Source: an optimization exercise on an open RTL-to-GDS flow (aim: small area and a short achievable clock period). Production flows keep margins and buffers that such runs may drop. The RTL was checked by simulation tests, not by an equivalence proof against the original design. No driver is modelled on the clock port, so clocking that relies on it looks cheaper here than on a real chip. Power is estimated from default activity; no workload was simulated.

==> flow/design.v (outline; a module is shown in full before it is edited, if it fits) <==
// module pe_mac: 1445 lines
// module pe_fa: 4 lines
// module pe_ha: 4 lines
module pe_mac #(
  parameter int WA       = 16,
  parameter int WB       = 16,
  parameter int ACCW     = 40,
  parameter int MULT_LAT = 1,
  parameter int ADD_LAT  = 0
) (
  input  logic                    clk,
  input  logic                    rst_n,
  input  logic                    in_valid,
  output logic                    in_ready,
  input  logic signed [WA-1:0]    a_in,
  input  logic signed [WB-1:0]    b_in,
  input  logic signed [ACCW-1:0]  psum_in,
  output logic                    out_valid,
  input  logic                    out_ready,
  output logic signed [WA-1:0]    a_out,
  output logic signed [WB-1:0]    b_out,
  output logic signed [ACCW-1:0]  psum_out
);
  // ...
==> flow/flow/run.sh <==
#!/bin/bash
# Own flow: the standard layout (standard.sh, unchanged synthesis) with
#  - the port buffers made of the smallest buffer cell (buf_1), and
#  - useful skew for the internal M registers (flow/skew.tcl, run as the
#    PRE_CTS_TCL hook: it wraps clock_tree_synthesis and delays the clock of
#    Ms/Mc, which have no path from an input or to an output).
set -euo pipefail
here=$(pwd)
export BUFFER_PORTS_ARGS="-buffer_cell sky130_fd_sc_hd__buf_1"
export PRE_CTS_TCL="$here/flow/skew.tcl"

export SKEW_CELLS="clkdlybuf4s25_1 clkbuf_4"
export CTS_ARGS="-sink_clustering_enable -repair_clock_nets -buf_list sky130_fd_sc_hd__clkbuf_8 -dont_use_dummy_load"
bash standard.sh > standard.log 2>&1
==> flow/flow/skew.tcl <==
# Useful skew for the register-to-register paths A,B -> M -> S: the clock of
# the M registers (Ms, Mc), whose D and Q pins connect only to other
# registers through logic, is delayed by a chain of clock buffers after CTS,
# so the multiply stage borrows time from the accumulate stage.
rename clock_tree_synthesis my_cts_orig
proc clock_tree_synthesis {args} {
  my_cts_orig {*}$args
  # buffer cells of the delay chain, from the tree's leaf net to the registers
  set cells [expr {[info exists ::env(SKEW_CELLS)] ? $::env(SKEW_CELLS) : "clkbuf_2 clkbuf_4"}]
  set groups [dict create]
  foreach inst [get_cells -quiet {Ms[* Mc[*}] {
    set pin [get_pins -of_objects $inst -filter "name==CLK"]
    set net [get_nets -of_objects $pin]
    dict lappend groups [get_full_name $net] [list $pin [sta::sta_to_db_inst $inst]]
  }
  set block [ord::get_db_block]
  set k 0
  dict for {netname items} $groups {
    set xs 0; set ys 0; set pins {}
    foreach it $items {
      lappend pins [lindex $it 0]
      set bb [[lindex $it 1] getBBox]
      set xs [expr {$xs + (([$bb xMin] + [$bb xMax]) / 2)}]; set ys [expr {$ys + (([$bb yMin] + [$bb yMax]) / 2)}]
    }
    set n [llength $pins]
    set dbu [$block getDbUnitsPerMicron]
    set loc [list [expr {$xs / $n / double($dbu)}] [expr {$ys / $n / double($dbu)}]]
    set cur $netname
    # a stronger last buffer for a large group keeps the clock pin slew low
    set big [expr {[info exists ::env(SKEW_BIG)] ? $::env(SKEW_BIG) : 6}]
    set chain $cells
    if {$n > $big} { set chain [lreplace $chain end end clkbuf_8] }
    set s 0
    foreach cell $chain {
      insert_buffer -buffer_cell sky130_fd_sc_hd__$cell -net $cur -load_pins $pins -location $loc \
        -buffer_name skewbuf_${k}_$s -net_name skewnet_${k}_$s
      incr s
      set cur [get_full_name [get_nets -of_objects [lindex $pins 0]]]
    }
    puts "skew: $n M register clock pins of $netname behind $chain"
    incr k
  }
}
==> flow/standard.sh <==
#!/bin/bash
# synth_recipe.tcl (not shown) runs the flow's synth.tcl, then flattens the netlist and writes it again
# the make line also repeats each setting of config.mk as NAME=value (left out here)
make -C /OpenROAD-flow-scripts/flow DESIGN_CONFIG=/design/flow/config.mk WORK_HOME=/design/flow/orfs CLKGATE_MAP_FILE= SYNTH_SCRIPT=/design/flow/synth_recipe.tcl "${@:-finish}"
==> flow/config.mk <==
export PLATFORM = sky130hd
export DESIGN_NAME = pe_mac
export DESIGN_NICKNAME = pe_mac
export VERILOG_FILES = /design/flow/design.v
export SDC_FILE = /design/flow/constraint.sdc
export NUM_CORES = 4
export LEC_CHECK = 0
export ABC_AREA = 1
export CAP_MARGIN = 20
export CORE_MARGIN = 2
export CORE_UTILIZATION = 55
export CTS_BUF_LIST = sky130_fd_sc_hd__clkbuf_8
export SETUP_SLACK_MARGIN = 3.1
export SLEW_MARGIN = 20
export SYNTH_HIERARCHICAL = 1
export SYNTH_MINIMUM_KEEP_SIZE = 0
export TNS_END_PERCENT = 20
==> flow/constraint.sdc <==
create_clock -name core_clock -period 6.0 [get_ports {clk}]
set_input_delay 1.2000 -clock core_clock [delete_from_list [all_inputs] [get_ports {clk}]]
set_output_delay 1.2000 -clock core_clock [all_outputs]
set_load 0.01 [all_outputs]
==> impl_metrics.tcl, run 1 <==
set metrics [dict create \
    cts_tree "done" \
    synth_common_cells "dfxtp_1 (178), nor2_1 (170), xnor2_1 (134)" \
    synth_top_family_by_area "adder cells" \
    synth.most_common_cell "dfxtp_1" \
    fillers 1841 \
    place_hpwl_mm 21.6 \
    synth_top_area_share_pct 30.1 \
    path_depth 12 \
    synth.area.mux_share_pct 0 \
    yosys_most_used_dff "dfxtp_1" \
    relSlewSlack_pct 40.6 \
    hold_path_depth 1 \
    drc 0 \
    mostFrequentLayoutCell "nor2_1" \
    gr-total-overflow 0 \
    setup_tns_ns 0 \
    netSwitchingFraction_pct 40.8 \
    hold_viol 0 \
    stdcell_area_um2 13700 \
    clk_pin_slew_worst_paths_ns 0.10 \
    seqPwrFrac_pct 31.1 \
    rrSetupSlack_ns 3.11 \
    max-cap-violations 0 \
    antenna_found_initial 0 \
    p_leak_nw 5.57 \
    peakVddDrop_mv 0.264 \
    wire_per_inst_um 18.0 \
    port_buffers 149 \
    fmax_mhz 346 \
    die_w_um 151 \
    combPwrFrac_pct 52.4 \
    crit_arrival_ns 3.28 \
    cp_slowest_cell "fa_1" \
    die_area_um2 22700 \
    layout.cells.non_filler 1715 \
    outcome "timing/DRC/antenna clean" \
    fin_crit_sh_pct 48.1 \
    hp-class "flip-flop to flip-flop" \
    vias 9457 \
    initial_utilization_pct 56.2 \
    clkPwrFrac_pct 16.6 \
    path_max_fanout 3 \
    design.seq.count 178 \
    timing.hold.ws_ns 0.325 \
    multi_input_area_share_pct 59.4 \
]
==> inputs of run 2 (changes only) <==
--- a/flow/flow/run.sh
+++ b/flow/flow/run.sh
@@ -11,4 +11,6 @@
 
-export SKEW_CELLS="clkdlybuf4s25_1 clkbuf_4"
+export SKEW_CELLS="clkbuf_2 clkbuf_4"
 export CTS_ARGS="-sink_clustering_enable -repair_clock_nets -buf_list sky130_fd_sc_hd__clkbuf_8 -dont_use_dummy_load"
+export PRE_GLOBAL_ROUTE_TCL="$here/flow/recover.tcl"
+export RECOVER_POWER=${RECOVER_POWER:-100}
 bash standard.sh > standard.log 2>&1
==> flow/flow/recover.tcl (new file) <==
# PRE_GLOBAL_ROUTE_TCL hook: the power-recovery pass after global routing
# (downsizing gates off the critical paths) keeps the setup slack margin.
proc recover_power_helper { } {
  if { $::env(RECOVER_POWER) == 0 } {
    return
  }
  report_wns
  log_cmd repair_timing -recover_power $::env(RECOVER_POWER) \
    -setup_margin $::env(SETUP_SLACK_MARGIN) -verbose
  report_wns
}
--- a/flow/config.mk
+++ b/flow/config.mk
@@ -10,5 +10,5 @@
 export CORE_MARGIN = 2
-export CORE_UTILIZATION = 55
+export CORE_UTILIZATION = 68
 export CTS_BUF_LIST = sky130_fd_sc_hd__clkbuf_8
-export SETUP_SLACK_MARGIN = 3.1
+export SETUP_SLACK_MARGIN = 3.15
 export SLEW_MARGIN = 20
@@ -16,2 +16,2 @@
 export SYNTH_MINIMUM_KEEP_SIZE = 0
-export TNS_END_PERCENT = 20
+export TNS_END_PERCENT = 10
==> run 2 against run 1 <==
Final cell count decreased by 2.4%. Core utilization increased by 13 points. The layout now fails its checks (max-capacitance violations, max-slew violations). Global-route usage increased by 4.7 points. Worst setup slack got worse by 1.1 ns. Fmax decreased by 28%. Area after synthesis unchanged. Largest cell class unchanged. Critical path type unchanged.
==> impl_metrics.tcl, run 2 <==
set metrics [dict create \
    synth_top_area_share_pct 30.1 \
    placementRows 48 \
    syn_area_um2 11900 \
    vias 9680 \
    first_pass_iters 5 \
    path_delay_family "adder cells" \
    cp_slowest_cell "o21ai_0" \
    clock-sinks 178 \
    async_reset_ff_share_pct 0 \
    yosys_warnings 7 \
    synth.most_common_cell "dfxtp_1" \
    layout.nets 1709 \
    synth-edff-count 0 \
    rsz0062_at_grt "yes" \
    finalSetupViolCount 0 \
    outcome "complete, but fails checks" \
    seq_area_frac_synth_pct 30.1 \
    relSlewSlack_pct -24.5 \
    max-cap-violations 2 \
    insertion_delay_ns 0.71 \
    hp-class "flip-flop to flip-flop" \
    fin_crit_sh_pct 67.3 \
    synth-seq-cells 178 \
    worstMarginPinSlew_ns 1.87 \
    critPathBufInv 2 \
    drv_slew 43 \
    syn_to_final_growth_pct 12.4 \
    peakVddDrop_mv 0.232 \
    crit_arrival_ns 4.59 \
    initial_utilization_pct 69.0 \
    setup_tns_ns 0 \
    use_met2_pct 49.4 \
    path_max_fanout 11 \
    crit_top_cell "fa_1" \
    synth_common_cells "dfxtp_1 (178), nor2_1 (170), xnor2_1 (134)" \
    reg_top3 "P: 40 flops, S: 40 flops, Ms: 31 flops" \
    finalClockSkew_ns 0.279 \
    drtAntennaViolNets 0 \
    die_area_um2 18500 \
    rr_startpoint "BN[6]" \
    cts_buffers 17 \
    pin_count 150 \
    start_kind "flip-flop" \
    antenna_found_initial 0 \
    final_cell_mix "dfxtp_1 (176), nor2_1 (170), buf_1 (148), xnor2_1 (134), fa_1 (123)" \
    gp_congestion 1.02 \
    endpoint_kind "flip-flop" \
    p_leak_nw 5.51 \
    timing.hold.ws_ns 0.425 \
    met1_usage_pct 45.2 \
    top_usage_layer "met2" \
    cts_tree "done" \
    clk_pin_slew_worst_paths_ns 0.10 \
    grt_use_met3_pct 7.42 \
    wire_per_inst_um 17.7 \
    avgSynthCellArea_um2 9.11 \
    die_y_um 136 \
    holdBufCountCts 0 \
    cp.required_ns 6.56 \
    cpPeakStageDelay_ns 0.94 \
    vias_per_cell 5.79 \
    place_hpwl_mm 20.8 \
    min_period_ns 4.04 \
    mostFrequentLayoutCell "dfxtp_1" \
    synth.largest_area_cell "dfxtp_1" \
    grt_max_degree 78 \
    synth_area_leaders "dfxtp_1 (30%), fa_1 (21%), xnor2_1 (9.9%)" \
    diodes 0 \
    violatedChecks "max-capacitance violations, max-slew violations" \
    die_w_um 136 \
    fmax_mhz 248 \
    ys_types 42 \
    routed_wl_mm 29.5 \
    gr-total-overflow 0 \
    grt.total_usage_pct 32.4 \
    synth_nets 1560 \
    coreArea_um2 17200 \
    drive_gt1_share_pct 9.88 \
    syn_inst 1301 \
    power.density_nw_per_um2 372 \
    drc 0 \
    hold_viol 0 \
    crit_chain "clkinvlp_2 -> o21ai_0 -> clkbuf_1 -> o22ai_1 -> fa_1 -> fa_1 -> fa_1" \
    startpoint "BN[6]" \
    yosys_most_used_dff "dfxtp_1" \
    min_from "V[2]" \
    grt_pass1_vias 9207 \
    port_buffers 149 \
    crit_type "flip-flop to flip-flop" \
    grt_pass1_wl_mm 46.0 \
    drt-initial-drc-count 706 \
]
[run 2: cell type report, clock buffers not listed]
type                    count  area [um^2]
fillers                  1265         3850
inverters                  89          358
multi-input cells         957         7920
flip-flops and latches    178         3570
well taps                 225          282
repair buffers            186          806
repair inverters            1         5.00
[run 2: repair_timing]
action                                 in CTS  in global routing
gates cloned                                1                  0
setup endpoints to repair                  50                 47
gates resized for setup                    40                 36
pin swaps                                   4                 12
endpoints found under the hold margin       0                  0
setup buffers                              14                 17
[run 2: per-stage QoR]
step                      util (%)  area [um^2]  total power [mW]  instances  worst slack [ns]
after CTS                     76.6        13100              4.72       1656              3.10
after floorplan                  -        12100              3.33       1301              3.03
final                         77.6        13300              4.96       1673              1.96
after detailed placement      73.0        12500              3.85       1604              2.09
after global routing          77.6        13300              5.38       1673              1.62
after global placement        73.0        12500              3.77       1604              2.19
[run 2: cells by family (layout without fill, tap and decap cells)]
family          after synthesis  count (layout)  share of synthesized area, %
compound gates              299             299                          14.6
flops                       178             178                          30.1
buf+inv                     166             313                          5.66
fa+ha+maj                   183             183                          27.2
xor+xnor                    148             148                          10.9
simple gates                327             327                          11.6
[run 2: modules after synthesis (local to each module, per instance)]
module	copies in the design	cells	cell area [um^2]	flip-flops and latches
pe_mac	1	1194	9850	178
pe_fa	89	1	20.0	0
pe_ha	18	1	12.5	0
[run 2: metal layers]
metal  wire length [um]  vias to the layer above
li1                   -                     4596
met1              12700                     4532
met5                  0                        -
met3               2900                       88
met2              13200                      464
met4                816                        0
[run 2: worst paths after layout]
kind	end	slack (ns)	depth (start not counted)
max reg2reg	Ms[20]	1.96	7
min reg2reg	V[3]	0.43	2
min	V[3]	0.43	2
max	Ms[20]	1.96	7
[run 2: report_power, final]
group	total (mW)	leakage, nW	switching (mW)	internal, mW
logic	2.50	3.82	1.44	1.06
registers	1.62	1.47	0.175	1.44
clock network	0.835	0.223	0.432	0.404
[run 2: worst register-to-register path, delay by kind of cell (launching register included)]
kind	cells	cell delay [ns]
compound gates	2	1.12
fa+ha+maj	3	1.49
buf+inv	2	0.86
flops	1	0.67

## port drivers added, routing unchanged
No port has a modelled driver above. Below, the same layouts with a new extraction and two added sets of constraints.
Step 1 sets driving cells, clkbuf_16 on the clock port and buf_2 on the other inputs (assumed; they add their load-dependent delay and slew).
Step 2, shift: input delay + t, output delay - t, t = (earliest + latest rising clock arrival at the registers) / 2. This alone moves slack from input paths to output paths.
Three values: no drivers, after step 1, after step 2; two values: the first two.
run	t (ns)	setup slack, ns	hold slack, ns	worst setup path after step 2	latest minus earliest clock arrival (ns)
run 1	0.682	3.113 / 3.113 / 2.720	0.325 / 0.325 / 0.325	input to register	0.459 / 0.459
run 2	0.607	1.963 / 1.963 / 1.431	0.425 / 0.425 / 0.425	input to register	0.286 / 0.286
Clock arrivals are far apart in run 1, so t is only a midpoint there and step 2 fits no single register. For run 2, which loses most, drivers alone change the setup slack by 0.000 ns; drivers and shift together by -0.532 ns.
